Context: an optimization exercise on an open-source flow, tuned for small area. The choices shown serve that exercise and are no tape-out recipe. Function was checked by simulation only, so behaviour that the tests miss may differ from the original. No activity file was given, so power comes from the tool's default toggle rates.

**design.v**
```verilog
module icache_intc_top (
   input  logic          clk_i,
   input  logic          rst_ni,
   input  logic [7:0]    request_i,
   input  logic [255:0]  address_i,
   output logic [7:0]    grant_o,
   output logic [7:0]    response_o,
   output logic [255:0]  read_data_o,
   output logic [15:0]   request_o,
   output logic [511:0]  address_o,
   output logic [127:0]  UID_o,
   input  logic [15:0]   grant_i,
   input  logic [511:0]  read_data_i,
   input  logic [15:0]   response_i,
   input  logic [127:0]  response_UID_i
);
   logic [15:0][7:0] r;       
   logic [15:0][7:0] win;     
   logic [15:0][7:0] win2;    
   logic [15:0]      bank_en;  
   logic [15:0][2:0] flag_q;  
   for (genvar k = 0; k < 8; k++) begin : g_dec
      logic [3:0] a, an;
      logic [3:0] lo_n, hi_n;
      assign a = address_i[32*k+2 +: 4];
      for (genvar b = 0; b < 4; b++) begin : g_inv
         icache_intc_inv i_inv (.a_i(a[b]), .y_o(an[b]));
      end
      for (genvar x = 0; x < 4; x++) begin : g_pre
         icache_intc_nand2 i_lo (.a_i(x[0] ? a[0] : an[0]), .b_i(x[1] ? a[1] : an[1]), .y_o(lo_n[x]));
         icache_intc_nand3 i_hi (.a_i(request_i[k]), .b_i(x[0] ? a[2] : an[2]),
                                 .c_i(x[1] ? a[3] : an[3]), .y_o(hi_n[x]));
      end
      for (genvar j = 0; j < 16; j++) begin : g_bank
         icache_intc_nor2 i_r (.a_i(lo_n[j%4]), .b_i(hi_n[j/4]), .y_o(r[j][k]));
      end
   end
   for (genvar j = 0; j < 16; j++) begin : g_req
      icache_intc_arb8 i_arb (
         .r_i     ( r[j]         ),
         .flag_i  ( flag_q[j]    ),
         .win_o   ( win[j]       ),
         .win2_o  ( win2[j]      ),
         .req_o   ( request_o[j] )
      );
      assign UID_o[8*j +: 8] = win[j];
      logic [2:0] flag_d;
      icache_intc_and2 i_en  (.a_i(request_o[j]), .b_i(grant_i[j]), .y_o(bank_en[j]));
      icache_intc_inc3 i_inc (.q_i(flag_q[j]), .en_i(bank_en[j]), .d_o(flag_d));
      for (genvar i = 0; i < 32; i++) begin : g_abit
         if (i >= 2 && i < 6) begin : g_const
            assign address_o[32*j+i] = j[i-2];
         end else begin : g_sel
            logic [7:0] d;
            for (genvar k = 0; k < 8; k++) begin : g_d
               assign d[k] = address_i[32*k+i];
            end
            logic [7:0] s;
            assign s = (i < 18) ? win[j] : win2[j];
            icache_intc_aosel8 i_sel (.s_i(s), .d_i(d), .y_o(address_o[32*j+i]));
         end
      end
      always_ff @(posedge clk_i or negedge rst_ni) begin
         if (!rst_ni)
            flag_q[j] <= '0;
         else
            flag_q[j] <= flag_d;
      end
   end
   for (genvar k = 0; k < 8; k++) begin : g_core
      logic [15:0] sel, sel2;    
      logic [15:0] wk;
      for (genvar j = 0; j < 16; j++) begin : g_bank
         icache_intc_and2 i_sel  (.a_i(response_i[j]), .b_i(response_UID_i[8*j+k]), .y_o(sel[j]));
         icache_intc_and2 i_sel2 (.a_i(response_i[j]), .b_i(response_UID_i[8*j+k]), .y_o(sel2[j]));
         assign wk[j] = win2[j][k];
      end
      icache_intc_aosel16 i_gnt (.s_i(wk), .d_i(bank_en), .y_o(grant_o[k]));
      icache_intc_or16    i_rsp (.a_i(sel), .y_o(response_o[k]));
      for (genvar i = 0; i < 32; i++) begin : g_dbit
         logic [15:0] d;
         for (genvar j = 0; j < 16; j++) begin : g_d
            assign d[j] = read_data_i[32*j+i];
         end
         logic [15:0] s;
         assign s = (i < 16) ? sel : sel2;
         icache_intc_aosel16 i_sel (.s_i(s), .d_i(d), .y_o(read_data_o[32*k+i]));
      end
   end
endmodule
module icache_intc_arb8 (
   input  logic [7:0] r_i,
   input  logic [2:0] flag_i,
   output logic [7:0] win_o,
   output logic [7:0] win2_o,
   output logic       req_o
);
   logic [3:0] l_n, l_s, l_sn;    
   logic [1:0] m_r, m_s, m_sn;    
   logic       t_s, t_sn;         
   logic       f1_n;
   for (genvar p = 0; p < 4; p++) begin : g_leaf
      logic u;
      icache_intc_nor2  i_n  (.a_i(r_i[2*p]), .b_i(r_i[2*p+1]), .y_o(l_n[p]));
      icache_intc_nand2 i_u  (.a_i(flag_i[0]), .b_i(r_i[2*p+1]), .y_o(u));
      icache_intc_nand2 i_s  (.a_i(r_i[2*p]), .b_i(u), .y_o(l_s[p]));
      icache_intc_inv   i_sn (.a_i(l_s[p]), .y_o(l_sn[p]));
   end
   icache_intc_inv i_f1n (.a_i(flag_i[1]), .y_o(f1_n));
   for (genvar q = 0; q < 2; q++) begin : g_mid
      icache_intc_nand2  i_r  (.a_i(l_n[2*q]), .b_i(l_n[2*q+1]), .y_o(m_r[q]));
      icache_intc_o21bai i_s  (.a1_i(f1_n), .a2_i(l_n[2*q+1]), .b1n_i(l_n[2*q]), .y_o(m_s[q]));
      icache_intc_inv    i_sn (.a_i(m_s[q]), .y_o(m_sn[q]));
   end
   logic t_u;
   icache_intc_nand2 i_tu  (.a_i(flag_i[2]), .b_i(m_r[1]), .y_o(t_u));
   icache_intc_nand2 i_ts  (.a_i(m_r[0]), .b_i(t_u), .y_o(t_s));
   icache_intc_inv   i_tsn (.a_i(t_s), .y_o(t_sn));
   icache_intc_or2    i_req (.a_i(m_r[0]), .b_i(m_r[1]), .y_o(req_o));
   for (genvar k = 0; k < 8; k++) begin : g_win
      icache_intc_and3 i_w (
         .a_i ( k[2] ? t_s           : t_sn         ),
         .b_i ( k[1] ? m_s[k/4]      : m_sn[k/4]    ),
         .c_i ( k[0] ? l_s[k/2]      : l_sn[k/2]    ),
         .y_o ( win_o[k] )
      );
      icache_intc_and3 i_w2 (
         .a_i ( k[2] ? t_s           : t_sn         ),
         .b_i ( k[1] ? m_s[k/4]      : m_sn[k/4]    ),
         .c_i ( k[0] ? l_s[k/2]      : l_sn[k/2]    ),
         .y_o ( win2_o[k] )
      );
   end
endmodule
module icache_intc_aosel8 (
   input  logic [7:0] s_i,
   input  logic [7:0] d_i,
   output logic       y_o
);
   logic [1:0] n;
   logic       m;
   icache_intc_aoi222 i_a (.a_i(s_i[2:0]), .b_i(d_i[2:0]), .y_o(n[0]));
   icache_intc_aoi222 i_b (.a_i(s_i[5:3]), .b_i(d_i[5:3]), .y_o(n[1]));
   icache_intc_nand2  i_m (.a_i(n[0]), .b_i(n[1]), .y_o(m));
   icache_intc_ao221  i_o (.a_i(s_i[7:6]), .b_i(d_i[7:6]), .c_i(m), .y_o(y_o));
endmodule
module icache_intc_aosel16 (
   input  logic [15:0] s_i,
   input  logic [15:0] d_i,
   output logic        y_o
);
   logic [4:0] n;
   logic [1:0] m;
   for (genvar g = 0; g < 5; g++) begin : g_aoi
      icache_intc_aoi222 i_a (.a_i(s_i[3*g +: 3]), .b_i(d_i[3*g +: 3]), .y_o(n[g]));
   end
   icache_intc_nand3 i_m0 (.a_i(n[0]), .b_i(n[1]), .c_i(n[2]), .y_o(m[0]));
   icache_intc_nand2 i_m1 (.a_i(n[3]), .b_i(n[4]), .y_o(m[1]));
   icache_intc_ao211 i_o  (.a_i({s_i[15], d_i[15]}), .b_i(m[0]), .c_i(m[1]), .y_o(y_o));
endmodule
module icache_intc_or16 (
   input  logic [15:0] a_i,
   output logic        y_o
);
   logic [3:0] n;
   for (genvar g = 0; g < 4; g++) begin : g_or
      icache_intc_or4 i_n (.a_i(a_i[4*g +: 4]), .y_o(n[g]));
   end
   icache_intc_or4 i_o (.a_i(n), .y_o(y_o));
endmodule
module icache_intc_inc3 (
   input  logic [2:0] q_i,
   input  logic       en_i,
   output logic [2:0] d_o
);
   logic c1_n, c2_n;
   icache_intc_xor2  i_d0 (.a_i(q_i[0]), .b_i(en_i), .y_o(d_o[0]));
   icache_intc_nand2 i_c1 (.a_i(en_i), .b_i(q_i[0]), .y_o(c1_n));
   icache_intc_xnor2 i_d1 (.a_i(q_i[1]), .b_i(c1_n), .y_o(d_o[1]));
   icache_intc_nand3 i_c2 (.a_i(en_i), .b_i(q_i[0]), .c_i(q_i[1]), .y_o(c2_n));
   icache_intc_xnor2 i_d2 (.a_i(q_i[2]), .b_i(c2_n), .y_o(d_o[2]));
endmodule
module icache_intc_aoi222 (
   input  logic [2:0] a_i,
   input  logic [2:0] b_i,
   output logic       y_o
);
   assign y_o = ~((a_i[0] & b_i[0]) | (a_i[1] & b_i[1]) | (a_i[2] & b_i[2]));
endmodule
module icache_intc_ao221 (
   input  logic [1:0] a_i,
   input  logic [1:0] b_i,
   input  logic       c_i,
   output logic       y_o
);
   assign y_o = (a_i[0] & b_i[0]) | (a_i[1] & b_i[1]) | c_i;
endmodule
module icache_intc_ao211 (
   input  logic [1:0] a_i,
   input  logic       b_i,
   input  logic       c_i,
   output logic       y_o
);
   assign y_o = (&a_i) | b_i | c_i;
endmodule
module icache_intc_o21bai (
   input  logic a1_i,
   input  logic a2_i,
   input  logic b1n_i,
   output logic y_o
);
   assign y_o = ~((a1_i | a2_i) & ~b1n_i);
endmodule
module icache_intc_or4 (
   input  logic [3:0] a_i,
   output logic       y_o
);
   assign y_o = |a_i;
endmodule
module icache_intc_xor2 (
   input  logic a_i,
   input  logic b_i,
   output logic y_o
);
   assign y_o = a_i ^ b_i;
endmodule
module icache_intc_xnor2 (
   input  logic a_i,
   input  logic b_i,
   output logic y_o
);
   assign y_o = ~(a_i ^ b_i);
endmodule
module icache_intc_nand3 (
   input  logic a_i,
   input  logic b_i,
   input  logic c_i,
   output logic y_o
);
   assign y_o = ~(a_i & b_i & c_i);
endmodule
module icache_intc_and3 (
   input  logic a_i,
   input  logic b_i,
   input  logic c_i,
   output logic y_o
);
   assign y_o = a_i & b_i & c_i;
endmodule
module icache_intc_nand2 (
   input  logic a_i,
   input  logic b_i,
   output logic y_o
);
   assign y_o = ~(a_i & b_i);
endmodule
module icache_intc_nor2 (
   input  logic a_i,
   input  logic b_i,
   output logic y_o
);
   assign y_o = ~(a_i | b_i);
endmodule
module icache_intc_and2 (
   input  logic a_i,
   input  logic b_i,
   output logic y_o
);
   assign y_o = a_i & b_i;
endmodule
module icache_intc_or2 (
   input  logic a_i,
   input  logic b_i,
   output logic y_o
);
   assign y_o = a_i | b_i;
endmodule
module icache_intc_inv (
   input  logic a_i,
   output logic y_o
);
   assign y_o = ~a_i;
endmodule
```
**flow/run.sh**
```bash
#!/bin/bash
# Layout flow: the standard ORFS flow (standard.sh), run in steps, with these changes to
# how the layout is made:
#  - the synthesis is standard.sh's, unchanged;
#  - after the floorplan (flow/fp_post.tcl), the buffers that synthesis put between tie cells
#    and constant outputs are removed (the timing-driven placement that would remove them is
#    off), and the constant outputs share one tie cell per value;
#  - port buffers are buf_1 (buffer_ports otherwise picks a 10 um^2 delay buffer);
#  - IO pins may sit on adjacent routing tracks, except near the clock port, which is placed
#    in the middle of the left edge (flow/clk_pin.tcl).
# Each step's full output goes to a log file of its own in this folder; ORFS's own logs are
# under orfs/logs.
set -euo pipefail
HERE=$(pwd)
RES=orfs/results/$FLOW_PLATFORM/icache_intc_top/base
DIE_H=$(sed -n 's/^export DIE_AREA = [0-9.]* [0-9.]* [0-9.]* \([0-9.]*\).*/\1/p' config.mk)
YMID=$(python3 -c "print(float('$DIE_H')/2)")
EXCL=$(python3 -c "print('left:%g-%g' % ($YMID-5, $YMID+5))")
EXTRA=(
  "BUFFER_PORTS_ARGS=-buffer_cell sky130_fd_sc_hd__buf_1"
  "PLACE_PINS_ARGS=-min_distance 1 -min_distance_in_tracks -exclude $EXCL"
  "PRE_IO_PLACEMENT_TCL=$HERE/flow/clk_pin.tcl"
)

bash standard.sh synth > log_synth.log 2>&1
bash standard.sh "${EXTRA[@]}" floorplan > log_floorplan.log 2>&1

ODB=$RES/2_floorplan.odb LIB=$FLOW_HOME/platforms/sky130hd/lib/sky130_fd_sc_hd__tt_025C_1v80.lib \
  openroad -no_init -exit flow/fp_post.tcl > log_fp_post.log 2>&1

bash standard.sh "${EXTRA[@]}" "${@:-finish}" > log_finish.log 2>&1
```
**flow/clk_pin.tcl**
```tcl
# Runs before IO placement: put the clock port in the middle of the left edge. run.sh keeps
# the other pins a few um away from it, since they may otherwise sit on the adjacent tracks.
set die [[ord::get_db_block] getDieArea]
set ymid [expr {([$die yMin] + [$die yMax]) / 2000.0}]
place_pin -pin_name clk_i -layer met3 -location [list 0.4 $ymid] -pin_size {0.8 0.3}
```
**flow/fp_post.tcl**
```tcl
# Runs on the floorplan before placement (run.sh passes the odb in $::env(ODB)):
#  - removes the buffers synthesis put between tie cells and constant outputs;
#  - drives all constant-1 outputs from one tie cell and all constant-0 outputs from one
#    (the floorplan gave each its own tie cell).
read_liberty $::env(LIB)
read_db $::env(ODB)
set block [ord::get_db_block]
set bufs {}
foreach inst [$block getInsts] {
  if {[string match "sky130_fd_sc_hd__buf_*" [[$inst getMaster] getName]]} { lappend bufs $inst }
}
puts "buffers before placement: [llength $bufs]"
remove_buffers
set keep(HI) ""; set keep(LO) ""
foreach inst [$block getInsts] {
  if {[[$inst getMaster] getName] ne "sky130_fd_sc_hd__conb_1"} continue
  foreach p {HI LO} {
    set n [[$inst findITerm $p] getNet]
    if {$n eq "NULL"} continue
    if {$keep($p) eq ""} { set keep($p) $n; continue }
    foreach bt [$n getBTerms] { $bt disconnect; $bt connect $keep($p) }
    foreach it [$n getITerms] { if {[$it getInst] ne $inst} { $it disconnect; $it connect $keep($p) } }
  }
}
set removed 0
foreach inst [$block getInsts] {
  if {[[$inst getMaster] getName] ne "sky130_fd_sc_hd__conb_1"} continue
  set used 0
  foreach p {HI LO} {
    set n [[$inst findITerm $p] getNet]
    if {$n ne "NULL" && ($n eq $keep(HI) || $n eq $keep(LO))} { set used 1 }
  }
  if {!$used} {
    foreach p {HI LO} { set n [[$inst findITerm $p] getNet]; if {$n ne "NULL"} { odb::dbNet_destroy $n } }
    odb::dbInst_destroy $inst
    incr removed
  }
}
puts "removed $removed tie cells"
write_db $::env(ODB)
```
**standard.sh**
```bash
#!/bin/bash
# synth_recipe.tcl (not shown) runs the flow's synth.tcl, then flattens the netlist and writes it again
# the make line also repeats each setting of config.mk as NAME=value (left out here)
make -C /OpenROAD-flow-scripts/flow DESIGN_CONFIG=/design/flow/config.mk WORK_HOME=/design/flow/orfs CLKGATE_MAP_FILE= SYNTH_SCRIPT=/design/flow/synth_recipe.tcl "${@:-finish}"
```
**config.mk**
```make
export PLATFORM = sky130hd
export DESIGN_NAME = icache_intc_top
export DESIGN_NICKNAME = icache_intc_top
export VERILOG_FILES = /design/flow/design.v
export SDC_FILE = /design/flow/constraint.sdc
export NUM_CORES = 8
export LEC_CHECK = 0
export CAP_MARGIN = 20
export CELL_PAD_IN_SITES_DETAIL_PLACEMENT = 1
export CELL_PAD_IN_SITES_GLOBAL_PLACEMENT = 2
export CORE_AREA = 4 4 516 516
export DIE_AREA = 0 0 520 520
export GPL_TIMING_DRIVEN = 0
export PLACE_DENSITY = 0.3
export SLEW_MARGIN = 20
export SYNTH_HIERARCHICAL = 1
```
**constraint.sdc**
```tcl
create_clock -name core_clock -period 10.0 [get_ports {clk_i}]
set_input_delay 2.0000 -clock core_clock [delete_from_list [all_inputs] [get_ports {clk_i}]]
set_output_delay 2.0000 -clock core_clock [all_outputs]
set_load 0.01 [all_outputs]
```
==> key figures, run 1 <==
Synth
  • Synth Warn #: 7
  • Synth cell types: 17
  • Post-synth top cells: a222oi_1, nand2_1, a221o_1
  • Asr flop ratio synth: 1.00
  • EDFF count, synth: 0
  • Sequential element share of the synthesized area: 0.0290
  • Largest cells by area after synthesis: a222oi_1, a221o_1, nand2_1
  • Yosys top cell by area: a222oi_1
  • Cell count after synthesis: 5322
  • Leading register cell type out of synthesis: dfrtp_1
  • Top-count cell post-synth: a222oi_1
  • Yosys reg bits: 48
  • Yosys top cell area share: 0.535
  • Mapped Area: 41500 um2
  • Synth Area per Inst: 7.80 um2

Timing
  • Fin crit period: 7.70 ns
  • Setup TNS: 0 ns
  • Final period util: 0.770
  • Least-Margin Pin Slew: 1.37 ns
  • Slew margin rel.: 0.0855
  • # setup viols final: 0
  • Fmax: 130 MHz
  • RSZ-0062 raised after global routing: no
  • Worst Skew: 0.00182 ns
  • Final Max Slew Viols: 0
  • Final Hold Viols: 0

Setup path
  • Worst Setup Start Kind: input pin
  • Buf+Inv Stages, Crit Path: 3
  • Critical path depth: 12
  • CP max stage delay: 1.03 ns
  • Critical path class: input pin to primary output
  • CP endpoint kind: primary output
  • Worst-path fanout max: 15
  • Worst R2R Path Depth: 2
  • Critical path required time: 8.00 ns
  • Crit-path most repeated cell: nand2_1
  • Crit-path cells: buf_1, nand3_1, nor2_1, nor2_1, nand2_1, nand2_1, inv_1, and3_1, a222oi_1, nand2_1, a221o_1, buf_1
  • Worst path arrival time: 5.70 ns
  • Top delay family on crit path: simple AND/OR/NAND/NOR gates
  • Slowest CP cell: and3_1

Hold path
  • Hold Path Cell Cnt: 1
  • Hold WC Path Type: register to register

Floorplan
  • Die boundary width: 520 um
  • Die area: 270000 um2
  • Core ar.: 260000 um2
  • Die height: 520 um
  • # IOs: 1865
  • Std cell rows: 187
  • Initial Utilization: 0.159

CTS
  • Clock slew at reported path FFs: 0.08 ns
  • Clock sink total: 48
  • Setup Buffers After CTS: 0
  • Clock Path Buffers: 2
  • CTS tree: done
  • Number of hold buffers added after cts: 0
  • CTS resizes: 0
  • Worst skew pair latency: 0.32 ns
  • Number of CTS-inserted buffers: 5
  • H-tree levels: 2
  • Clock root cell: clkbuf_16

Placed design
  • HPWL Detailed: 438000 um
  • Final Wtd Congestion: 0.978
  • PortBufs: 1801
  • Placed Instances: 10584

Run status
  • Outcome: finished clean

Power and ir drop
  • Power Density: 87.6 nW/um2
  • Maximum VDD drop: 0.0640 mV
  • Pwr Total: 4.70 mW
  • Leak: 18.6 nW

Detailed routing
  • Detail Route Antenna Nets: 0
  • Vias per std cell: 7.74
  • Routed wire length: 605000 um
  • Per-cell routed wire length: 56.3 um
  • DRC viols: 0
  • 1st-iter DRT viols: 27804
  • Drt pass-1 iters: 22
  • DR vias: 83166

Layout
  • Nets: 8041
  • Fraction of layout instances using a drive strength above 1: 0.0445
  • Largest regs: flag_q (48)
  • Most flop-heavy register: flag_q
  • Largest register FFs: 48
  • Post-Layout Cell Count: 10750
  • Area grow syn2layout: 29.4%

Run
  • MaxCap Viol Count: 0

Global route
  • Tot GR Track Use: 0.415
  • Vias in the first global route: 77110
  • First-pass GRT wire length: 785000 um
  • Largest net degree at the start of global routing: 33
  • Initial antenna violation count: 197
  • Total global routing overflow: 0
## logic make-up after synthesis
group,after synthesis,synth area share
flip-flops,48,0.0290
buffers and inverters,224,0.0261
XOR/XNOR,48,0.0101
AND/OR/NAND/NOR,2040,0.230
AO/OA/AOI/OAI,2960,0.704
other,2,0.000181
## area by class of cell
| cell class | instances | area [um2] |
|---|---|---|
| fillers | 31886 | 207000 |
| multi-input cells | 5050 | 39500 |
| repair buffers | 1838 | 7500 |
| well taps | 3496 | 4370 |
| flip-flops and latches | 48 | 1200 |
| inverters | 160 | 601 |
| diodes | 151 | 378 |
| clock buffers | 5 | 125 |
| clock inverters | 2 | 12.5 |
## routing by layer
metal / routed length, um / track usage / vias to the layer above
li1: - / - / 30948
met1: 235000 / 0.533 / 42883
met2: 246000 / 0.595 / 7968
met3: 78700 / 0.138 / 1313
met4: 44600 / 0.246 / 54
met5: 612 / 0.0256 / -
## modules after synthesis (local to each module, per instance), excerpt
| module | flip-flops and latches | copies in the design | area (um2) | cells inside |
|---|---|---|---|---|
| icache_intc_top | 48 | 1 | 1690 | 114 |
| icache_intc_xor2 | 0 | 16 | 8.76 | 1 |
| icache_intc_nand2 | 0 | 952 | 3.75 | 1 |
| icache_intc_and2 | 0 | 272 | 6.26 | 1 |
| icache_intc_xnor2 | 0 | 32 | 8.76 | 1 |
| icache_intc_or4 | 0 | 40 | 7.51 | 1 |
| icache_intc_and3 | 0 | 256 | 6.26 | 1 |
## path summary, 6_finish.rpt
path                              start             end  slack, ns
min in group asynchronous        rst_ni      flag_q[33]       1.57
hold reg to reg               flag_q[2]       flag_q[2]       0.47
setup / recovery           request_i[0]  address_o[170]       2.30
hold / removal                flag_q[2]       flag_q[2]       0.47
max in group asynchronous        rst_ni      flag_q[12]       7.73
setup reg to reg             flag_q[42]      flag_q[44]       9.01
## power by group
| part | internal (mW) | switching (mW) |
|---|---|---|
| clock | 0.0919 | 0.0998 |
| combinational | 1.06 | 3.01 |
| sequential | 0.293 | 0.141 |
## cells in the final DEF, fill, tap and decap left out, types with 32 or more instances in the layout
cell type / Yosys / layout
a222oi_1: 2216 / 2216
buf_1: 0 / 1746
nand2_1: 952 / 952
a221o_1: 448 / 448
nand3_1: 312 / 312
a211o_1: 264 / 264
and3_1: 256 / 233
and2_2: 0 / 194
nor2_1: 192 / 192
inv_1: 160 / 160
diode_2: 0 / 151
and2_1: 272 / 78
dfrtp_1: 48 / 48
or4_1: 40 / 40
buf_2: 0 / 40
o21bai_1: 32 / 32
xnor2_1: 32 / 32
## per-stage QoR
stage / instance area (um2) / hold slack, ns / worst slack [ns] / utilization
floorplan: 41700 / 0.438 / 4.23 / -
global placement: 52100 / 0.456 / 2.57 / 0.200
detailed placement: 53000 / 0.458 / 2.54 / 0.204
CTS: 53100 / 0.473 / 2.54 / 0.204
global route: 53600 / 0.489 / 2.29 / 0.206
finish: 53700 / 0.469 / 2.30 / 0.206
==> run 2, diff against run 1 <==
--- a/config.mk
+++ b/config.mk
@@ -8,9 +8,9 @@
 export CAP_MARGIN = 20
 export CELL_PAD_IN_SITES_DETAIL_PLACEMENT = 1
 export CELL_PAD_IN_SITES_GLOBAL_PLACEMENT = 2
-export CORE_AREA = 4 4 516 516
-export DIE_AREA = 0 0 520 520
+export CORE_AREA = 4 4 466 466
+export DIE_AREA = 0 0 470 470
 export GPL_TIMING_DRIVEN = 0
-export PLACE_DENSITY = 0.3
+export PLACE_DENSITY = 0.36
 export SLEW_MARGIN = 20
 export SYNTH_HIERARCHICAL = 1
==> run 2 against run 1 <==
Effect of this change:
- synthesized cell count unchanged
- via count increased by 2.5%
- global-route usage rose by 7.0 points
- wire length fell by 5.5%
- highest routed layer unchanged
==> key figures, run 2 <==
Synth
  • EDFF count, synth: 0
  • Synth cell types: 17
  • Largest family of logic cells by synthesized area: compound AO/OA/AOI/OAI gates
  • Post-synthesis compound-gate area fraction: 0.704
  • Yosys top cell area share: 0.535
  • Synth Warn #: 7
  • Post-synthesis adder-cell area fraction: 0
  • Sequential element share of the synthesized area: 0.0290
  • Top-count cell post-synth: a222oi_1
  • Asr flop ratio synth: 1.00
  • Simple-gate share of the synthesized area: 0.230
  • Largest cells by area after synthesis: a222oi_1, a221o_1, nand2_1
  • Mapped Area: 41500 um2
  • Synth Area per Inst: 7.80 um2
  • Post-synth top cells: a222oi_1, nand2_1, a221o_1
  • Post-Synth XOR/XNOR Area: 0.0101
  • Yosys reg bits: 48
  • Mux contribution to synthesized area: 0
  • Leading register cell type out of synthesis: dfrtp_1
  • Cell count after synthesis: 5322
  • Yosys top cell by area: a222oi_1

Setup path
  • Crit-path cells: buf_1, nand3_1, nor2_1, nor2_1, nand2_1, nand2_1, inv_1, and3_1, a222oi_1, nand2_1, a221o_1, buf_1
  • Top delay family on crit path: simple AND/OR/NAND/NOR gates
  • Buf+Inv Stages, Crit Path: 3
  • CP max stage delay: 1.06 ns
  • Critical path required time: 8.00 ns
  • Worst Setup Start Kind: input pin
  • Critical path class: input pin to primary output
  • Slowest CP cell: and3_1
  • CP endpoint kind: primary output
  • Crit-path most repeated cell: nand2_1
  • Worst-path fanout max: 15
  • Worst path arrival time: 5.54 ns

Global route
  • Initial antenna violation count: 223
  • Vias in the first global route: 78426
  • Tot GR Track Use: 0.485
  • First-pass GRT wire length: 760000 um
  • Largest net degree at the start of global routing: 33
  • Total global routing overflow: 0

Layout
  • Final Util: 0.249
  • Largest register FFs: 48
  • Commonest non-fill, non-tap cell in the layout: a222oi_1
  • Largest regs: flag_q (48)
  • Fraction of layout instances using a drive strength above 1: 0.0330
  • Most flop-heavy register: flag_q
  • Filler cells: 26447
  • Area grow syn2layout: 27.4%
  • Most frequent cells in the layout: a222oi_1, buf_1, nand2_1, a221o_1, nand3_1
  • Nets: 8048

Timing
  • Fmax: 133 MHz
  • Least-Margin Pin Slew: 1.40 ns
  • Final period util: 0.754
  • Fin crit period: 7.54 ns
  • Slew margin rel.: 0.0659
  • Final Max Slew Viols: 0
  • RSZ-0062 raised after global routing: no
  • # setup viols final: 0
  • Final Hold Viols: 0
  • Worst Skew: 0.00212 ns
  • Setup TNS: 0 ns

Detailed routing
  • DR vias: 85285
  • Routed wire length: 572000 um
  • 1st-iter DRT viols: 30525
  • Vias per std cell: 8.44
  • Detail Route Antenna Nets: 0
  • Per-cell routed wire length: 56.7 um
  • DRC viols: 0
  • Drt pass-1 iters: 23

Power and ir drop
  • Psw: 3.22 mW
  • Clk pwr share: 0.041
  • Pint: 1.45 mW
  • Maximum VDD drop: 0.0633 mV
  • Power Density: 88.4 nW/um2
  • Leak: 18.6 nW
  • Seq pwr share: 0.093
  • Sw Ratio: 0.690
  • Combinational cell fraction of total power: 0.866

Run
  • MaxCap Viol Count: 0

Floorplan
  • Core ar.: 212000 um2
  • Initial Utilization: 0.195
  • # IOs: 1865
  • Die area: 221000 um2
  • Std cell rows: 169
  • Die height: 470 um
  • Die boundary width: 470 um

CTS
  • H-tree levels: 2
  • Number of CTS-inserted buffers: 5
  • Clock root cell: clkbuf_16
  • Clock Path Buffers: 2
  • Clock slew at reported path FFs: 0.08 ns
  • Worst skew pair latency: 0.33 ns
  • Number of hold buffers added after cts: 0
  • Clock sink total: 48
  • CTS resizes: 0
  • CTS tree: done
  • Setup Buffers After CTS: 0

Placed design
  • HPWL Detailed: 400000 um
  • PortBufs: 1801
  • Final Wtd Congestion: 1.00

Run status
  • Outcome: finished clean

Hold path
  • Hold WC Path Type: register to register
==> run 2: kinds of logic (layout without fill, tap and decap cells) <==
logic type / Yosys count / in the layout
simple gates: 2040 / 2040
compound gates: 2960 / 2960
xor+xnor: 48 / 48
other cells: 2 / 172
flops: 48 / 48
buf+inv: 224 / 2013
==> run 2: metal layers <==
metal / up-vias / part of all wire / global-route usage
met4: 80 / 0.082 / 0.300
met3: 1896 / 0.15 / 0.226
met5: - / 0.0012 / 0.0435
met2: 9102 / 0.40 / 0.673
met1: 43204 / 0.37 / 0.598
li1: 31003 / - / -
==> run 2: metrics by stage <==
step / total power [mW] / setup slack (ns) / std cells / hold WS, ns / area, um2
after floorplan: 2.02 / 4.23 / 5384 / 0.438 / 41700
after global placement: 4.11 / 2.70 / 9880 / 0.455 / 51300
after detailed placement: 4.15 / 2.63 / 9912 / 0.458 / 52100
after CTS: 4.36 / 2.62 / 9920 / 0.470 / 52200
after global routing: 4.70 / 2.40 / 10034 / 0.492 / 52700
final: 4.67 / 2.46 / 10102 / 0.470 / 52800
==> run 2: power by group through the flow <==
stage / Clock, mW / Combinational, mW / Sequential, mW
finish: 0.193 / 4.04 / 0.435
floorplan: 0 / 1.63 / 0.390
CTS: 0.197 / 3.73 / 0.434
detailed placement: 0 / 3.71 / 0.438
global route: 0.204 / 4.04 / 0.454
global placement: 0 / 3.67 / 0.433
==> run 2: final timing paths <==
check | cells after the start | slack [ns] | from | end
worst max-delay path | 12 | 2.46 | request_i[3] | address_o[18]
worst min-delay path | 1 | 0.47 | flag_q[44] | flag_q[44]
worst max register to register | 2 | 9.05 | flag_q[33] | flag_q[35]
worst min register to register | 1 | 0.47 | flag_q[44] | flag_q[44]
max in group asynchronous | 3 | 7.96 | rst_ni | flag_q[0]
min in group asynchronous | 2 | 1.61 | rst_ni | flag_q[41]
==> run 2: layout make-up <==
cell class / instances / area, um2 / share of cell area
tap: 2821 / 3530 / 0.0668
antenna: 170 / 425 / 0.00805
sequential: 48 / 1200 / 0.0227
timing repair buffer: 1845 / 7530 / 0.143
multi-input combinational: 5050 / 39400 / 0.746
inverter: 160 / 601 / 0.0114
clock buffer: 5 / 125 / 0.00237
clock inverter: 3 / 18.8 / 0.000355
==> run 2: worst reg2reg max path, cell delays in order (launching register included) <==
cell	delay (ns)
dfrtp_1	0.54
nand3_1	0.14
xnor2_1	0.16
==> run 2: Yosys stat by module (local to each module, per instance), a selection <==
module	cells	flip-flops and latches
icache_intc_o21bai	1	0
icache_intc_or4	1	0
icache_intc_ao221	1	0
icache_intc_or2	1	0
icache_intc_aoi222	1	0
icache_intc_top	114	48
icache_intc_ao211	1	0
icache_intc_nand2	1	0
icache_intc_xor2	1	0
icache_intc_nand3	1	0
icache_intc_inv	1	0
icache_intc_nor2	1	0
icache_intc_and2	1	0
==> run 3, diff against run 2 <==
==> flow/run.sh (replaced) <==
#!/bin/bash
# Layout flow: the standard ORFS flow (standard.sh), run in steps, with these changes to
# how the layout is made:
#  - the synthesis is standard.sh's, unchanged;
#  - after the floorplan (flow/fp_post.tcl), the buffers that synthesis put between tie cells
#    and constant outputs are removed (the timing-driven placement that would remove them is
#    off), and the constant outputs share one tie cell per value;
#  - port buffers are buf_1 (buffer_ports otherwise picks a 10 um^2 delay buffer).
# Each step's full output goes to a log file of its own in this folder; ORFS's own logs are
# under orfs/logs.
set -euo pipefail
HERE=$(pwd)
RES=orfs/results/$FLOW_PLATFORM/icache_intc_top/base
EXTRA=(
  "BUFFER_PORTS_ARGS=-buffer_cell sky130_fd_sc_hd__buf_1"
)

bash standard.sh synth > log_synth.log 2>&1
bash standard.sh "${EXTRA[@]}" floorplan > log_floorplan.log 2>&1

ODB=$RES/2_floorplan.odb LIB=$FLOW_HOME/platforms/sky130hd/lib/sky130_fd_sc_hd__tt_025C_1v80.lib \
  openroad -no_init -exit flow/fp_post.tcl > log_fp_post.log 2>&1

bash standard.sh "${EXTRA[@]}" "${@:-finish}" > log_finish.log 2>&1
--- a/config.mk
+++ b/config.mk
@@ -8,9 +8,9 @@
 export CAP_MARGIN = 20
 export CELL_PAD_IN_SITES_DETAIL_PLACEMENT = 1
 export CELL_PAD_IN_SITES_GLOBAL_PLACEMENT = 2
-export CORE_AREA = 4 4 466 466
-export DIE_AREA = 0 0 470 470
+export CORE_AREA = 4 4 556 556
+export DIE_AREA = 0 0 560 560
 export GPL_TIMING_DRIVEN = 0
-export PLACE_DENSITY = 0.36
+export PLACE_DENSITY = 0.3
 export SLEW_MARGIN = 20
 export SYNTH_HIERARCHICAL = 1
removed: flow/clk_pin.tcl
==> run 3 against run 2 <==
Effect of this change:
- register-to-register slack worse by 0.09 ns
- critical path type unchanged
- utilization down 6.3 points
- combinational power grew 14%
- area after synthesis is the same
- wire length rose by 35%
- still clean
- die area is 42% higher
- maximum frequency down 4.1%
==> key figures, run 3 <==
Run status
  • Outcome: finished clean

Global route
  • Largest net degree at the start of global routing: 33
  • Vias in the first global route: 80738
  • Grt peak-use layer: met2
  • Total global routing overflow: 0
  • Met2 GRT Util: 0.689
  • First-pass GRT wire length: 966000 um
  • Initial antenna violation count: 334
  • Met3 usage: 0.142
  • Met1 Use GR: 0.558
  • Tot GR Track Use: 0.459

Placed design
  • PortBufs: 1801
  • Placed Instances: 11134
  • Post-DP Area: 55400 um2
  • Final Wtd Congestion: 0.977
  • HPWL Detailed: 576000 um

Timing
  • Final period util: 0.787
  • # setup viols final: 0
  • Worst Skew: 0.00585 ns
  • Fin Hold WS: 0.473 ns
  • Final Hold Viols: 0
  • Fmax: 127 MHz
  • Setup TNS: 0 ns
  • Final Max Slew Viols: 0
  • Least-Margin Pin Slew: 1.38 ns
  • RSZ-0062 raised after global routing: no
  • Slew margin rel.: 0.0822
  • Fin crit period: 7.87 ns

Setup path
  • Worst-path fanout max: 15
  • Worst path arrival time: 5.87 ns
  • Reg2reg setup slack: 8.96 ns
  • Worst R2R Path Depth: 2
  • FF-to-FF End: flag_q[32]
  • Critical path class: input pin to primary output
  • CP endpoint kind: primary output
  • Critical path required time: 8.00 ns
  • Reg2reg start: flag_q[30]
  • Worst Setup Start Kind: input pin

Floorplan
  • Std cell rows: 202
  • Core ar.: 303000 um2
  • Die area: 314000 um2
  • # IOs: 1866
  • Initial Utilization: 0.137
  • Die boundary width: 560 um
  • Die height: 560 um

CTS
  • Number of CTS-inserted buffers: 5
  • Clock sink total: 48
  • Worst skew pair latency: 0.34 ns
  • Setup Buffers After CTS: 0
  • CTS resizes: 0
  • Clock root cell: clkbuf_16
  • Clock slew at reported path FFs: 0.08 ns
  • H-tree levels: 2
  • CTS tree: done
  • Clock Path Buffers: 2
  • Number of hold buffers added after cts: 0

Synth
  • Top-count cell post-synth: a222oi_1
  • Cell count after synthesis: 5322
  • Mapped Area: 41500 um2
  • Asr flop ratio synth: 1.00
  • Post-synth top cells: a222oi_1, nand2_1, a221o_1
  • Yosys reg bits: 48
  • Synth Warn #: 7
  • Sequential element share of the synthesized area: 0.0290
  • Synth Area per Inst: 7.80 um2
  • Yosys top cell area share: 0.535
  • Synth cell types: 17
  • Yosys top cell by area: a222oi_1
  • Largest cells by area after synthesis: a222oi_1, a221o_1, nand2_1
  • EDFF count, synth: 0
  • Leading register cell type out of synthesis: dfrtp_1

Layout
  • Final Util: 0.186
  • Nets: 8112
  • Final Cell Area: 56300 um2
  • Most flop-heavy register: flag_q
  • Commonest non-fill, non-tap cell in the layout: a222oi_1
  • Area grow syn2layout: 35.6%
  • Filler cells: 36756
  • Most frequent cells in the layout: a222oi_1, buf_1, nand2_1, a221o_1, nand3_1
  • Fraction of layout instances using a drive strength above 1: 0.0808
  • Post-Layout Cell Count: 11384
  • Largest regs: flag_q (48)
  • Largest register FFs: 48

Detailed routing
  • Detail Route Antenna Nets: 0
  • 1st-iter DRT viols: 29996
  • Routed wire length: 775000 um
  • Vias per std cell: 7.77
  • Drt pass-1 iters: 17
  • DRC viols: 0
  • DR vias: 88452
  • Per-cell routed wire length: 68.1 um

Power and ir drop
  • Leak: 19.4 nW
  • Power Density: 93.7 nW/um2
  • Maximum VDD drop: 0.0678 mV

Hold path
  • Hold WC Path Type: register to register
  • Hold_sp: flag_q[41]
  • Hold Path Cell Cnt: 1
  • Worst Hold Endpoint: flag_q[41]

Run
  • MaxCap Viol Count: 0
-- run 3: area by class of cell --
cell class	instances	area (um2)	area share
Clock buffer	5	125	0.00222
Timing Repair Buffer	1909	9120	0.162
Tap cell	3978	4980	0.0885
Antenna cell	231	578	0.0103
Multi-Input combinational cell	5050	39600	0.705
Sequential cell	48	1200	0.0213
Inverter	160	601	0.0107
Clock inverter	3	21.3	0.000378
-- run 3: critical path, stage by stage --
cell and delay (ns):
buf_1 0.21, nand3_1 0.43, nor2_1 0.53, nor2_1 0.13, nand2_1 0.10, nand2_1 0.16
inv_1 0.20, and3_2 0.69, a222oi_1 0.25, nand2_1 0.12, a221o_1 0.15, buf_1 0.83
-- run 3: report_power, final --
group          switching, mW  internal, mW
combinational           3.48          1.12
sequential             0.159         0.293
clock                  0.122        0.0948
-- run 3: worst max-delay path by stage --
stage | from | to | slack (ns) | cells after the start
after floorplan | address_i[165] | address_o[0] | 4.23 | 12
after global placement | request_i[3] | address_o[59] | 2.10 | 12
after detailed placement | request_i[3] | address_o[59] | 2.21 | 12
after CTS | request_i[3] | address_o[59] | 2.20 | 12
after global routing | request_i[3] | address_o[63] | 2.15 | 12
final | request_i[3] | address_o[63] | 2.13 | 12
-- run 3: cells by family after synthesis --
group,synth area share
other,0.000181
and+or+nand+nor,0.230
buffers and inverters,0.0261
DFF,0.0290
xor gates and xnor gates,0.0101
AOI/OAI and AO/OA,0.704
-- run 3: through the flow --
stage | setup slack, ns | power, mW
2_1_floorplan | 4.23 | 2.02
3_3_place_gp | 2.10 | 4.68
3_5_place_dp | 2.21 | 4.78
4_1_cts | 2.20 | 5.02
5_1_grt | 2.15 | 5.25
6_report | 2.13 | 5.27
-- run 3: routing by layer --
layer  up-vias  routed length [um]
met1     45993              291000
met3      1933               92900
met4        62               66200
li1      31189                   -
met2      9275              325000
met5         -                 414
-- run 3: per-module statistics from Yosys, one instance, submodules excluded, a selection --
module              area (um2)  cells inside  times used  flops+latches
icache_intc_ao211         8.76             1         264              0
icache_intc_top           1690           114           1             48
icache_intc_inv           3.75             1         160              0
icache_intc_xor2          8.76             1          16              0
icache_intc_and3          6.26             1         256              0
icache_intc_xnor2         8.76             1          32              0
icache_intc_o21bai        7.51             1          32              0
==> run 4, diff against run 3 <==
--- a/design.v
+++ b/design.v
@@ -68,15 +68,17 @@
       end
    end
    for (genvar k = 0; k < 8; k++) begin : g_core
+      logic [15:0] sel_n;        
       logic [15:0] sel, sel2;    
       logic [15:0] wk;
       for (genvar j = 0; j < 16; j++) begin : g_bank
-         icache_intc_and2 i_sel  (.a_i(response_i[j]), .b_i(response_UID_i[8*j+k]), .y_o(sel[j]));
-         icache_intc_and2 i_sel2 (.a_i(response_i[j]), .b_i(response_UID_i[8*j+k]), .y_o(sel2[j]));
+         icache_intc_nand2 i_seln (.a_i(response_i[j]), .b_i(response_UID_i[8*j+k]), .y_o(sel_n[j]));
+         icache_intc_inv   i_sel  (.a_i(sel_n[j]), .y_o(sel[j]));
+         icache_intc_inv   i_sel2 (.a_i(sel_n[j]), .y_o(sel2[j]));
          assign wk[j] = win2[j][k];
       end
       icache_intc_aosel16 i_gnt (.s_i(wk), .d_i(bank_en), .y_o(grant_o[k]));
-      icache_intc_or16    i_rsp (.a_i(sel), .y_o(response_o[k]));
+      icache_intc_nand16  i_rsp (.a_i(sel_n), .y_o(response_o[k]));
       for (genvar i = 0; i < 32; i++) begin : g_dbit
          logic [15:0] d;
          for (genvar j = 0; j < 16; j++) begin : g_d
@@ -158,13 +160,13 @@
    icache_intc_nand2 i_m1 (.a_i(n[3]), .b_i(n[4]), .y_o(m[1]));
    icache_intc_ao211 i_o  (.a_i({s_i[15], d_i[15]}), .b_i(m[0]), .c_i(m[1]), .y_o(y_o));
 endmodule
-module icache_intc_or16 (
+module icache_intc_nand16 (
    input  logic [15:0] a_i,
    output logic        y_o
 );
    logic [3:0] n;
-   for (genvar g = 0; g < 4; g++) begin : g_or
-      icache_intc_or4 i_n (.a_i(a_i[4*g +: 4]), .y_o(n[g]));
+   for (genvar g = 0; g < 4; g++) begin : g_nand
+      icache_intc_nand4 i_n (.a_i(a_i[4*g +: 4]), .y_o(n[g]));
    end
    icache_intc_or4 i_o (.a_i(n), .y_o(y_o));
 endmodule
@@ -211,6 +213,12 @@
 );
    assign y_o = ~((a1_i | a2_i) & ~b1n_i);
 endmodule
+module icache_intc_nand4 (
+   input  logic [3:0] a_i,
+   output logic       y_o
+);
+   assign y_o = ~&a_i;
+endmodule
 module icache_intc_or4 (
    input  logic [3:0] a_i,
    output logic       y_o
--- a/flow/run.sh
+++ b/flow/run.sh
@@ -5,14 +5,21 @@
 #  - after the floorplan (flow/fp_post.tcl), the buffers that synthesis put between tie cells
 #    and constant outputs are removed (the timing-driven placement that would remove them is
 #    off), and the constant outputs share one tie cell per value;
-#  - port buffers are buf_1 (buffer_ports otherwise picks a 10 um^2 delay buffer).
+#  - port buffers are buf_1 (buffer_ports otherwise picks a 10 um^2 delay buffer);
+#  - IO pins may sit on adjacent routing tracks, except near the clock port, which is placed
+#    in the middle of the left edge (flow/clk_pin.tcl).
 # Each step's full output goes to a log file of its own in this folder; ORFS's own logs are
 # under orfs/logs.
 set -euo pipefail
 HERE=$(pwd)
 RES=orfs/results/$FLOW_PLATFORM/icache_intc_top/base
+DIE_H=$(sed -n 's/^export DIE_AREA = [0-9.]* [0-9.]* [0-9.]* \([0-9.]*\).*/\1/p' config.mk)
+YMID=$(python3 -c "print(float('$DIE_H')/2)")
+EXCL=$(python3 -c "print('left:%g-%g' % ($YMID-5, $YMID+5))")
 EXTRA=(
   "BUFFER_PORTS_ARGS=-buffer_cell sky130_fd_sc_hd__buf_1"
+  "PLACE_PINS_ARGS=-min_distance 1 -min_distance_in_tracks -exclude $EXCL"
+  "PRE_IO_PLACEMENT_TCL=$HERE/flow/clk_pin.tcl"
 )
 
 bash standard.sh synth > log_synth.log 2>&1
==> flow/clk_pin.tcl (new file) <==
# Runs before IO placement: put the clock port in the middle of the left edge. run.sh keeps
# the other pins a few um away from it, since they may otherwise sit on the adjacent tracks.
set die [[ord::get_db_block] getDieArea]
set ymid [expr {([$die yMin] + [$die yMax]) / 2000.0}]
place_pin -pin_name clk_i -layer met3 -location [list 0.4 $ymid] -pin_size {0.8 0.3}
--- a/config.mk
+++ b/config.mk
@@ -8,9 +8,9 @@
 export CAP_MARGIN = 20
 export CELL_PAD_IN_SITES_DETAIL_PLACEMENT = 1
 export CELL_PAD_IN_SITES_GLOBAL_PLACEMENT = 2
-export CORE_AREA = 4 4 556 556
-export DIE_AREA = 0 0 560 560
+export CORE_AREA = 4 4 436 436
+export DIE_AREA = 0 0 440 440
 export GPL_TIMING_DRIVEN = 0
-export PLACE_DENSITY = 0.3
+export PLACE_DENSITY = 0.4
 export SLEW_MARGIN = 20
 export SYNTH_HIERARCHICAL = 1
==> run 4 against run 3 <==
Effect of this change:
- still clean
- sequential cell count unchanged
- via count shrank 3.9%
- sequential share of layout area is 0.20 points higher
- clock skew rose by 0.0080 ns
==> key figures, run 4 <==
Run status
  • Outcome: finished clean

Power and ir drop
  • Combinational cell fraction of total power: 0.865
  • Leak: 19.8 nW
  • Seq pwr share: 0.094
  • Psw: 3.22 mW
  • Sw Ratio: 0.697
  • Maximum VDD drop: 0.0718 mV
  • Clk pwr share: 0.042
  • Power Density: 90.0 nW/um2
  • Pint: 1.40 mW

Setup path
  • Buf+Inv Stages, Crit Path: 3
  • Worst R2R Path Depth: 2
  • Worst-path fanout max: 15
  • FF-to-FF End: flag_q[8]
  • CP max stage delay: 0.82 ns
  • Crit-path most repeated cell: nand2_1
  • Reg2reg setup slack: 9.05 ns
  • Worst Setup Start Kind: input pin
  • Worst path arrival time: 5.53 ns
  • CP endpoint kind: primary output
  • Crit-path cells: buf_1, nand3_1, nor2_1, nor2_1, nand2_1, nand2_1, inv_1, and3_1, a222oi_1, nand2_1, a221o_1, buf_1
  • Reg2reg start: flag_q[6]
  • Slowest CP cell: and3_1
  • Critical path class: input pin to primary output
  • Top delay family on crit path: simple AND/OR/NAND/NOR gates
  • Critical path required time: 8.00 ns
  • Critical Path Source: request_i[3]
  • Critical path depth: 12
  • Worst Setup EP: address_o[78]

Global route
  • Initial antenna violation count: 196
  • Vias in the first global route: 77624
  • Total global routing overflow: 0
  • Largest net degree at the start of global routing: 33
  • First-pass GRT wire length: 708000 um
  • Tot GR Track Use: 0.511

Detailed routing
  • DR vias: 84965
  • Routed wire length: 539000 um
  • 1st-iter DRT viols: 30384
  • DRC viols: 0
  • Drt pass-1 iters: 30
  • Detail Route Antenna Nets: 0
  • Per-cell routed wire length: 54.7 um
  • Vias per std cell: 8.63

Floorplan
  • Initial Utilization: 0.223
  • Die area: 194000 um2
  • # IOs: 1865
  • Std cell rows: 158
  • Die boundary width: 440 um
  • Die height: 440 um
  • Core ar.: 185000 um2

Layout
  • Final Util: 0.277
  • Nets: 8143
  • Post-Layout Cell Count: 9845
  • Filler cells: 23549
  • Most flop-heavy register: flag_q
  • Largest register FFs: 48
  • Largest regs: flag_q (48)
  • Fraction of layout instances using a drive strength above 1: 0.00555
  • Commonest non-fill, non-tap cell in the layout: a222oi_1
  • Area grow syn2layout: 24.5%
  • Most frequent cells in the layout: a222oi_1, buf_1, nand2_1, a221o_1, inv_1

Synth
  • Post-synth top cells: a222oi_1, nand2_1, a221o_1
  • Top-count cell post-synth: a222oi_1
  • Yosys reg bits: 48
  • Sequential element share of the synthesized area: 0.0291
  • Asr flop ratio synth: 1.00
  • Yosys top cell by area: a222oi_1
  • Leading register cell type out of synthesis: dfrtp_1
  • Synth Area per Inst: 7.58 um2
  • Largest cells by area after synthesis: a222oi_1, a221o_1, nand2_1
  • Yosys top cell area share: 0.537
  • Cell count after synthesis: 5450
  • Mapped Area: 41300 um2
  • Synth cell types: 18
  • Synth Warn #: 7
  • EDFF count, synth: 0

CTS
  • CTS resizes: 0
  • Clock slew at reported path FFs: 0.08 ns
  • Clock sink total: 48
  • Clock Path Buffers: 2
  • CTS tree: done
  • Number of hold buffers added after cts: 0
  • H-tree levels: 2
  • Clock root cell: clkbuf_16
  • Setup Buffers After CTS: 0
  • Worst skew pair latency: 0.33 ns
  • Number of CTS-inserted buffers: 5

Timing
  • Final Hold Viols: 0
  • Slew margin rel.: 0.0777
  • Least-Margin Pin Slew: 1.38 ns
  • Final period util: 0.753
  • RSZ-0062 raised after global routing: no
  • Fin Hold WS: 0.470 ns
  • Fin crit period: 7.53 ns
  • # setup viols final: 0
  • Final Max Slew Viols: 0
  • Fmax: 133 MHz
  • Setup TNS: 0 ns
  • Setup ws final: 2.47 ns
  • Worst Skew: 0.0139 ns

Run
  • MaxCap Viol Count: 0

Placed design
  • Place WS: 2.86 ns
  • Placed Instances: 9671
  • PortBufs: 1801
  • Final Wtd Congestion: 1.10
  • HPWL Detailed: 388000 um

Hold path
  • Hold WC Path Type: register to register
[run 4: worst min-delay path by stage]
stage / start / endpoint / slack [ns] / cells past startpoint
6_report: flag_q[20] / flag_q[20] / 0.47 / 1
5_1_grt: flag_q[5] / flag_q[5] / 0.49 / 1
4_1_cts: flag_q[29] / flag_q[29] / 0.47 / 1
3_5_place_dp: flag_q[20] / flag_q[20] / 0.46 / 1
3_3_place_gp: flag_q[2] / flag_q[2] / 0.46 / 1
2_1_floorplan: flag_q[11] / flag_q[11] / 0.44 / 1
[run 4: metrics by stage]
stage / power [mW] / cell area [um2]
after floorplan: 2.01 / 41500
after global placement: 4.06 / 50700
after detailed placement: 4.08 / 50700
after CTS: 4.28 / 50900
after global routing: 4.62 / 51200
final: 4.63 / 51400
[run 4: layout make-up]
class | instances | area [um2] | share of cell area
multi-input cells | 4922 | 38000 | 0.740
repair buffers | 1812 | 6950 | 0.135
well taps | 2480 | 3100 | 0.0604
inverters | 416 | 1560 | 0.0304
flip-flops and latches | 48 | 1200 | 0.0234
diodes | 160 | 400 | 0.00779
clock buffers | 6 | 129 | 0.00251
clock inverters | 1 | 5.00 | 0.0000974
[run 4: per-layer routing]
layer	up-vias	part of all wire	GRT usage
li1	31024	-	-
met2	9463	0.40	0.749
met3	2427	0.15	0.227
met1	41979	0.35	0.592
met4	72	0.096	0.352
met5	-	0.0015	0.0247
[run 4: logic make-up after synthesis]
logic type	share of synthesized area
other	0.000182
AND/OR/NAND/NOR	0.203
flip-flops	0.0291
AO/OA/AOI/OAI	0.708
XOR/XNOR	0.0102
buffers and inverters	0.0495
[run 4: modules after synthesis, one instance, submodules excluded, a selection]
module	times used	flops+latches	cells	cell area (um2)
icache_intc_ao211	264	0	1	8.76
icache_intc_or2	16	0	1	6.26
icache_intc_o21bai	32	0	1	7.51
icache_intc_nor2	192	0	1	3.75
icache_intc_and2	16	0	1	6.26
icache_intc_top	1	48	114	1690
icache_intc_nand3	312	0	1	5.00
icache_intc_aoi222	2216	0	1	10.0
icache_intc_and3	256	0	1	6.26
icache_intc_or4	8	0	1	7.51
icache_intc_xnor2	32	0	1	8.76
icache_intc_nand2	1080	0	1	3.75
[run 4: power by group through the flow]
stage / Combinational [mW] / Clock (mW) / Sequential (mW)
after floorplan: 1.62 / 0 / 0.390
after global placement: 3.63 / 0 / 0.432
after detailed placement: 3.65 / 0 / 0.431
after CTS: 3.66 / 0.197 / 0.432
after global routing: 3.96 / 0.205 / 0.451
final: 4.00 / 0.193 / 0.434
==> run 5, diff against run 4 <==
--- a/design.v
+++ b/design.v
@@ -151,14 +151,14 @@
    input  logic [15:0] d_i,
    output logic        y_o
 );
-   logic [4:0] n;
-   logic [1:0] m;
-   for (genvar g = 0; g < 5; g++) begin : g_aoi
+   logic [3:0] n;
+   logic       m, p;
+   for (genvar g = 0; g < 4; g++) begin : g_aoi
       icache_intc_aoi222 i_a (.a_i(s_i[3*g +: 3]), .b_i(d_i[3*g +: 3]), .y_o(n[g]));
    end
-   icache_intc_nand3 i_m0 (.a_i(n[0]), .b_i(n[1]), .c_i(n[2]), .y_o(m[0]));
-   icache_intc_nand2 i_m1 (.a_i(n[3]), .b_i(n[4]), .y_o(m[1]));
-   icache_intc_ao211 i_o  (.a_i({s_i[15], d_i[15]}), .b_i(m[0]), .c_i(m[1]), .y_o(y_o));
+   icache_intc_nand4 i_m  (.a_i(n), .y_o(m));
+   icache_intc_ao221 i_p  (.a_i(s_i[13:12]), .b_i(d_i[13:12]), .c_i(m), .y_o(p));
+   icache_intc_ao221 i_o  (.a_i(s_i[15:14]), .b_i(d_i[15:14]), .c_i(p), .y_o(y_o));
 endmodule
 module icache_intc_nand16 (
    input  logic [15:0] a_i,
@@ -197,14 +197,6 @@
 );
    assign y_o = (a_i[0] & b_i[0]) | (a_i[1] & b_i[1]) | c_i;
 endmodule
-module icache_intc_ao211 (
-   input  logic [1:0] a_i,
-   input  logic       b_i,
-   input  logic       c_i,
-   output logic       y_o
-);
-   assign y_o = (&a_i) | b_i | c_i;
-endmodule
 module icache_intc_o21bai (
    input  logic a1_i,
    input  logic a2_i,
--- a/config.mk
+++ b/config.mk
@@ -8,9 +8,9 @@
 export CAP_MARGIN = 20
 export CELL_PAD_IN_SITES_DETAIL_PLACEMENT = 1
 export CELL_PAD_IN_SITES_GLOBAL_PLACEMENT = 2
-export CORE_AREA = 4 4 436 436
-export DIE_AREA = 0 0 440 440
+export CORE_AREA = 4 4 516 516
+export DIE_AREA = 0 0 520 520
 export GPL_TIMING_DRIVEN = 0
-export PLACE_DENSITY = 0.4
+export PLACE_DENSITY = 0.3
 export SLEW_MARGIN = 20
 export SYNTH_HIERARCHICAL = 1
==> run 5 against run 4 <==
Effect of this change:
- first-iteration DRC count decreased by 17%
- maximum frequency fell by 8.8%
- wire length grew 10%
- area after synthesis down 0.80%
- non-clock buffer count rose by 25
- worst hold slack got worse by 0.00099 ns
- cell count increased by 7.5%
- utilization is 7.4 points lower
- global-route usage is 11 points lower
- die area up 40%
- critical path depth unchanged
- synthesized cell count fell by 4.8%
- largest power group unchanged
==> key figures, run 5 <==
Synth
  • Post-synth top cells: a222oi_1, a221o_1, nand2_1
  • Synth cell types: 17
  • Synth Warn #: 7
  • Asr flop ratio synth: 1.00
  • Mapped Area: 41000 um2
  • Largest cells by area after synthesis: a222oi_1, a221o_1, nand2_1
  • Sequential element share of the synthesized area: 0.0293
  • Yosys top cell by area: a222oi_1
  • Leading register cell type out of synthesis: dfrtp_1
  • EDFF count, synth: 0
  • Cell count after synthesis: 5186
  • Top-count cell post-synth: a222oi_1
  • Yosys reg bits: 48
  • Synth Area per Inst: 7.90 um2
  • Yosys top cell area share: 0.477

Detailed routing
  • Detail Route Antenna Nets: 0
  • Drt pass-1 iters: 27
  • DR vias: 81927
  • DRC viols: 0
  • Routed wire length: 595000 um
  • 1st-iter DRT viols: 25300
  • Vias per std cell: 7.74
  • Per-cell routed wire length: 56.2 um

Timing
  • Setup TNS: 0 ns
  • Least-Margin Pin Slew: 1.35 ns
  • # setup viols final: 0
  • Final Hold Viols: 0
  • RSZ-0062 raised after global routing: no
  • Fin crit period: 8.25 ns
  • Worst Skew: 0.00533 ns
  • Slew margin rel.: 0.0959
  • Final period util: 0.825
  • Final Max Slew Viols: 0
  • Fmax: 121 MHz

CTS
  • CTS tree: done
  • Number of hold buffers added after cts: 0
  • Clock root cell: clkbuf_16
  • Setup Buffers After CTS: 0
  • Clock sink total: 48
  • Worst skew pair latency: 0.33 ns
  • Clock Path Buffers: 2
  • Number of CTS-inserted buffers: 5
  • CTS resizes: 0
  • Clock slew at reported path FFs: 0.08 ns
  • H-tree levels: 2

Run status
  • Outcome: finished clean

Placed design
  • PortBufs: 1801
  • Final Wtd Congestion: 0.967
  • HPWL Detailed: 433000 um

Layout
  • Sequential cell area: 1200 um2
  • Commonest non-fill, non-tap cell in the layout: a222oi_1
  • Largest regs: flag_q (48)
  • Filler cells: 31897
  • Largest register FFs: 48
  • Most flop-heavy register: flag_q
  • Area occupied by multi-input gates: 37700 um2
  • Fraction of layout instances using a drive strength above 1: 0.0322
  • Area grow syn2layout: 29.1%
  • Most frequent cells in the layout: a222oi_1, buf_1, a221o_1, nand2_1, inv_1
  • Nets: 7904

Floorplan
  • # IOs: 1865
  • Die height: 520 um
  • Die boundary width: 520 um
  • Die area: 270000 um2
  • Core ar.: 260000 um2
  • Std cell rows: 187
  • Initial Utilization: 0.157

Hold path
  • Worst Hold Endpoint: flag_q[38]
  • Hold Path Cell Cnt: 1
  • Hold WC Path Type: register to register
  • Hold_sp: flag_q[38]

Setup path
  • Reg2reg start: flag_q[15]
  • Critical path required time: 8.00 ns
  • CP endpoint kind: primary output
  • Reg2reg setup slack: 9.06 ns
  • Worst Setup Start Kind: input pin
  • Worst R2R Path Depth: 2
  • FF-to-FF End: flag_q[17]
  • Worst-path fanout max: 15
  • Worst path arrival time: 6.25 ns
  • Critical path class: input pin to primary output

Global route
  • Initial antenna violation count: 181
  • Largest net degree at the start of global routing: 33
  • Total global routing overflow: 0
  • Vias in the first global route: 77285
  • First-pass GRT wire length: 770000 um
  • Tot GR Track Use: 0.406

Run
  • MaxCap Viol Count: 0

Power and ir drop
  • Power Density: 87.7 nW/um2
  • Maximum VDD drop: 0.0589 mV
  • Pwr Total: 4.64 mW
  • Leak: 19.0 nW
run 5: cell count changes in the layout (fill, tap and decap cells not counted), moves of 107 or more:
| cell | change |
|---|---|
| a221o_1 | +528 |
| a211o_1 | -264 |
| a222oi_1 | -264 |
| nand4_1 | +264 |
| inv_1 | -107 |
| nand2_1 | -264 |
| nand3_1 | -264 |
run 5: worst max-delay path, cell delays in order:
cell and delay, ns:
buf_1 0.27, nand3_1 0.43, nor2_1 0.37, nor2_1 0.09, nand2_1 0.12, nand2_1 0.16
and3_1 0.55, a222oi_1 0.79, nand4_1 0.51, a221o_1 0.40, a221o_1 0.26, buf_1 0.28
run 5: area by class of cell:
cell class                 count  share of cell area
multi-input combinational   4658               0.714
tap                         3496              0.0827
sequential                    48              0.0227
clock buffer                   6             0.00263
clock inverter                 1            0.000166
inverter                     416              0.0295
antenna                      122             0.00578
timing repair buffer        1837               0.143
run 5: cells by family (layout without fill, tap and decap cells):
logic type,count (synthesis),after routing,share of synthesized area
buf+inv,480,2260,0.0499
flops,48,48,0.0293
compound gates,2960,2960,0.721
xor+xnor,48,48,0.0103
simple gates,1648,1648,0.189
other cells,2,124,0.000183
run 5: how the worst max path moves through the flow:
stage | from | end | slack (ns) | cells past startpoint
2_1_floorplan | address_i[165] | grant_o[0] | 3.97 | 13
3_3_place_gp | request_i[0] | grant_o[7] | 2.07 | 12
3_5_place_dp | address_i[197] | grant_o[5] | 2.00 | 13
4_1_cts | address_i[197] | grant_o[5] | 2.00 | 13
5_1_grt | address_i[197] | grant_o[5] | 1.62 | 13
6_report | request_i[0] | grant_o[5] | 1.75 | 12
run 5: power breakdown:
part | internal (mW) | switching [mW]
sequential | 0.293 | 0.143
clock | 0.0998 | 0.106
combinational | 1.04 | 2.96
run 5: metrics by stage:
step                      area (um2)  cells  hold WS, ns  setup slack (ns)   util
after floorplan                41200   5248        0.438              3.97      -
after global placement         51600  10419        0.458              2.07  0.198
after CTS                      52400  10453        0.479              2.00  0.201
after detailed placement       52300  10446        0.458              2.00  0.201
after global routing           52700  10506        0.489              1.62  0.202
final                          52900  10584        0.469              1.75  0.203
run 5: per-layer routing:
layer | part of all wire | vias up | track usage
li1 | - | 30506 | -
met1 | 0.38 | 41858 | 0.489
met2 | 0.42 | 7762 | 0.609
met3 | 0.13 | 1701 | 0.163
met4 | 0.072 | 100 | 0.228
met5 | 0.0013 | - | 0.0105
run 5: Yosys stat by module (local to each module, per instance), a selection:
module | area, um2 | cells | flops+latches | copies in the design
icache_intc_top | 1690 | 114 | 48 | 1
icache_intc_ao221 | 10.0 | 1 | 0 | 976
icache_intc_aoi222 | 10.0 | 1 | 0 | 1952
icache_intc_xnor2 | 8.76 | 1 | 0 | 32
icache_intc_xor2 | 8.76 | 1 | 0 | 16
icache_intc_o21bai | 7.51 | 1 | 0 | 32
icache_intc_or4 | 7.51 | 1 | 0 | 8
icache_intc_and2 | 6.26 | 1 | 0 | 16
icache_intc_and3 | 6.26 | 1 | 0 | 256
icache_intc_nand4 | 6.26 | 1 | 0 | 296
icache_intc_or2 | 6.26 | 1 | 0 | 16
icache_intc_nand3 | 5.00 | 1 | 0 | 48
icache_intc_inv | 3.75 | 1 | 0 | 416
icache_intc_nand2 | 3.75 | 1 | 0 | 816
icache_intc_nor2 | 3.75 | 1 | 0 | 192
==> run 6, diff against run 5 <==
--- a/config.mk
+++ b/config.mk
@@ -8,9 +8,9 @@
 export CAP_MARGIN = 20
 export CELL_PAD_IN_SITES_DETAIL_PLACEMENT = 1
 export CELL_PAD_IN_SITES_GLOBAL_PLACEMENT = 2
-export CORE_AREA = 4 4 516 516
-export DIE_AREA = 0 0 520 520
+export CORE_AREA = 4 4 466 466
+export DIE_AREA = 0 0 470 470
 export GPL_TIMING_DRIVEN = 0
-export PLACE_DENSITY = 0.3
+export PLACE_DENSITY = 0.36
 export SLEW_MARGIN = 20
 export SYNTH_HIERARCHICAL = 1
==> run 6 against run 5 <==
Effect of this change:
- still clean
- critical path depth shrank 4
- wire length shrank 4.5%
- first-iteration DRC count grew 9.3%
- clock skew grew 0.0024 ns
- non-clock buffer count shrank 1
- global-route usage grew 7.0 points
- count of clock-buffer cells in the layout is the same
- via count grew 2.7%
- worst hold slack lost 0.00055 ns
- clock power grew 6%
- largest cell class unchanged
- largest power group unchanged
- highest routed layer unchanged
==> key figures, run 6 <==
CTS
  • Number of CTS-inserted buffers: 5
  • Setup Buffers After CTS: 0
  • Worst skew pair latency: 0.33 ns
  • Clock root cell: clkbuf_16
  • H-tree levels: 2
  • CTS resizes: 0
  • CTS tree: done
  • Clock Path Buffers: 2
  • Clock sink total: 48

Power and ir drop
  • Combinational cell fraction of total power: 0.859
  • Psw: 3.21 mW
  • Maximum VDD drop: 0.0640 mV
  • Power Density: 89.6 nW/um2
  • Clk pwr share: 0.047
  • Sw Ratio: 0.690
  • Seq pwr share: 0.094

Timing
  • Setup TNS: 0 ns
  • Final Max Slew Viols: 0
  • Fmax: 122 MHz
  • Final period util: 0.821
  • Fin Hold WS: 0.468 ns
  • Slew margin rel.: 0.0714

Detailed routing
  • 1st-iter DRT viols: 27649
  • Per-cell routed wire length: 57.3 um
  • Drt pass-1 iters: 21

Synth
  • Leading register cell type out of synthesis: dfrtp_1
  • Sequential element share of the synthesized area: 0.0293
  • Cell count after synthesis: 5186
  • Post-synth top cells: a222oi_1, a221o_1, nand2_1
  • Asr flop ratio synth: 1.00
  • Mapped Area: 41000 um2

Setup path
  • Worst Setup Start Kind: input pin
  • CP endpoint kind: primary output
  • Worst-path fanout max: 16
  • Worst path arrival time: 6.21 ns

Global route
  • Largest net degree at the start of global routing: 33
  • First-pass GRT wire length: 746000 um
  • Met1 Use GR: 0.553
  • Met2 GRT Util: 0.689

Placed design
  • PortBufs: 1801

Run
  • MaxCap Viol Count: 0

Layout
  • Largest regs: flag_q (48)
  • Nets: 7903
  • Area grow syn2layout: 26.7%
  • Fraction of layout instances using a drive strength above 1: 0.0247

Floorplan
  • Initial Utilization: 0.193
  • Die height: 470 um
  • Die boundary width: 470 um

Run status
  • Outcome: finished clean
==> run 6: cell counts after synthesis <==
Identical to the previous run, type by type.
==> run 6: worst max-delay path: stages <==
cell	delay (ns)
buf_1	0.31
nand2_1	0.49
clkinv_1	1.19
a222oi_1	0.79
nand4_1	0.55
a221o_1	0.46
a221o_1	0.27
buf_1	0.14
==> run 6: modules after synthesis (local to each module, per instance), a selection <==
| module | cells | flops+latches | copies in the design | area [um2] |
|---|---|---|---|---|
| icache_intc_top | 114 | 48 | 1 | 1690 |
| icache_intc_ao221 | 1 | 0 | 976 | 10.0 |
| icache_intc_aoi222 | 1 | 0 | 1952 | 10.0 |
| icache_intc_xnor2 | 1 | 0 | 32 | 8.76 |
| icache_intc_xor2 | 1 | 0 | 16 | 8.76 |
| icache_intc_o21bai | 1 | 0 | 32 | 7.51 |
| icache_intc_or4 | 1 | 0 | 8 | 7.51 |
| icache_intc_and2 | 1 | 0 | 16 | 6.26 |
| icache_intc_and3 | 1 | 0 | 256 | 6.26 |
| icache_intc_nand4 | 1 | 0 | 296 | 6.26 |
| icache_intc_or2 | 1 | 0 | 16 | 6.26 |
| icache_intc_nand3 | 1 | 0 | 48 | 5.00 |
| icache_intc_inv | 1 | 0 | 416 | 3.75 |
| icache_intc_nand2 | 1 | 0 | 816 | 3.75 |
| icache_intc_nor2 | 1 | 0 | 192 | 3.75 |
==> run 6: per-layer routing <==
layer	up-vias	wire, um
met1	42538	203000
met4	58	50600
li1	30491	-
met2	8836	230000
met3	2208	83200
met5	-	857
==> run 6: kinds of logic after synthesis <==
logic type             share of synthesized area
XOR/XNOR                                  0.0103
AND/OR/NAND/NOR                            0.189
AO/OA/AOI/OAI                              0.721
other                                   0.000183
flip-flops                                0.0293
buffers and inverters                     0.0499
==> run 6: power groups by stage <==
stage,combinational [mW],clock (mW),sequential [mW]
floorplan,1.59,0,0.390
global placement,3.62,0,0.436
detailed placement,3.66,0,0.437
CTS,3.67,0.225,0.438
global route,3.97,0.231,0.457
finish,3.99,0.219,0.437
==> run 6: final cells by class <==
type                            instances  area, um2  share of cell area
Timing Repair Buffer                 1836       7440               0.143
Clock buffer                            6        129             0.00248
Multi-Input combinational cell       4658      37700               0.727
Sequential cell                        48       1200              0.0231
Clock inverter                          2       35.0            0.000675
Tap cell                             2821       3530              0.0680
Inverter                              416       1560              0.0301
Antenna cell                          110        275             0.00530
==> run 6: per-stage QoR <==
step                power [mW]  cells  setup WS (ns)  utilization  area, um2
finish                    4.65   9897           1.79        0.244      51900
global route              4.66   9840           1.89        0.244      51700
CTS                       4.33   9778           2.31        0.242      51400
detailed placement        4.09   9770           2.33        0.242      51300
global placement          4.06   9744           2.31        0.239      50800
floorplan                 1.98   5248           3.97            -      41200
==> run 6: worst paths after layout <==
check	start	endpoint	slack, ns	cells after the start
min	flag_q[11]	flag_q[11]	0.47	1
max in group asynchronous	rst_ni	flag_q[44]	7.98	3
min in group asynchronous	rst_ni	flag_q[26]	1.60	2
max	response_i[0]	read_data_o[43]	1.79	8
min reg2reg	flag_q[11]	flag_q[11]	0.47	1
max reg2reg	flag_q[6]	flag_q[8]	9.05	2

## what the ideal ports hide
Ports are ideal in the flow. The routed layouts listed here were re-timed in OpenROAD.
Step 1 sets driving cells, clkbuf_16 on the clock port and buf_2 on the other inputs (assumed; they add their load-dependent delay and slew).
Step 2 times the ports against the registers' clock, not the clock port: input delays grow and output delays shrink by t, the midpoint of the rising clock arrivals with the driver on.
a / b / c = ideal ports / drivers / drivers and shift; a / b = the first two.
run | t, ns | setup WS [ns]
run 1 | 0.406 | 2.302 / 2.274 / 2.274
run 2 | 0.401 | 2.456 / 2.424 / 2.424
run 3 | 0.404 | 2.131 / 2.079 / 2.079
run 4 | 0.372 | 2.474 / 2.446 / 2.446
run 5 | 0.377 | 1.751 / 1.717 / 1.717
run 6 | 0.371 | 1.791 / 1.754 / 1.754
After both steps setup and hold are still met in every run listed.
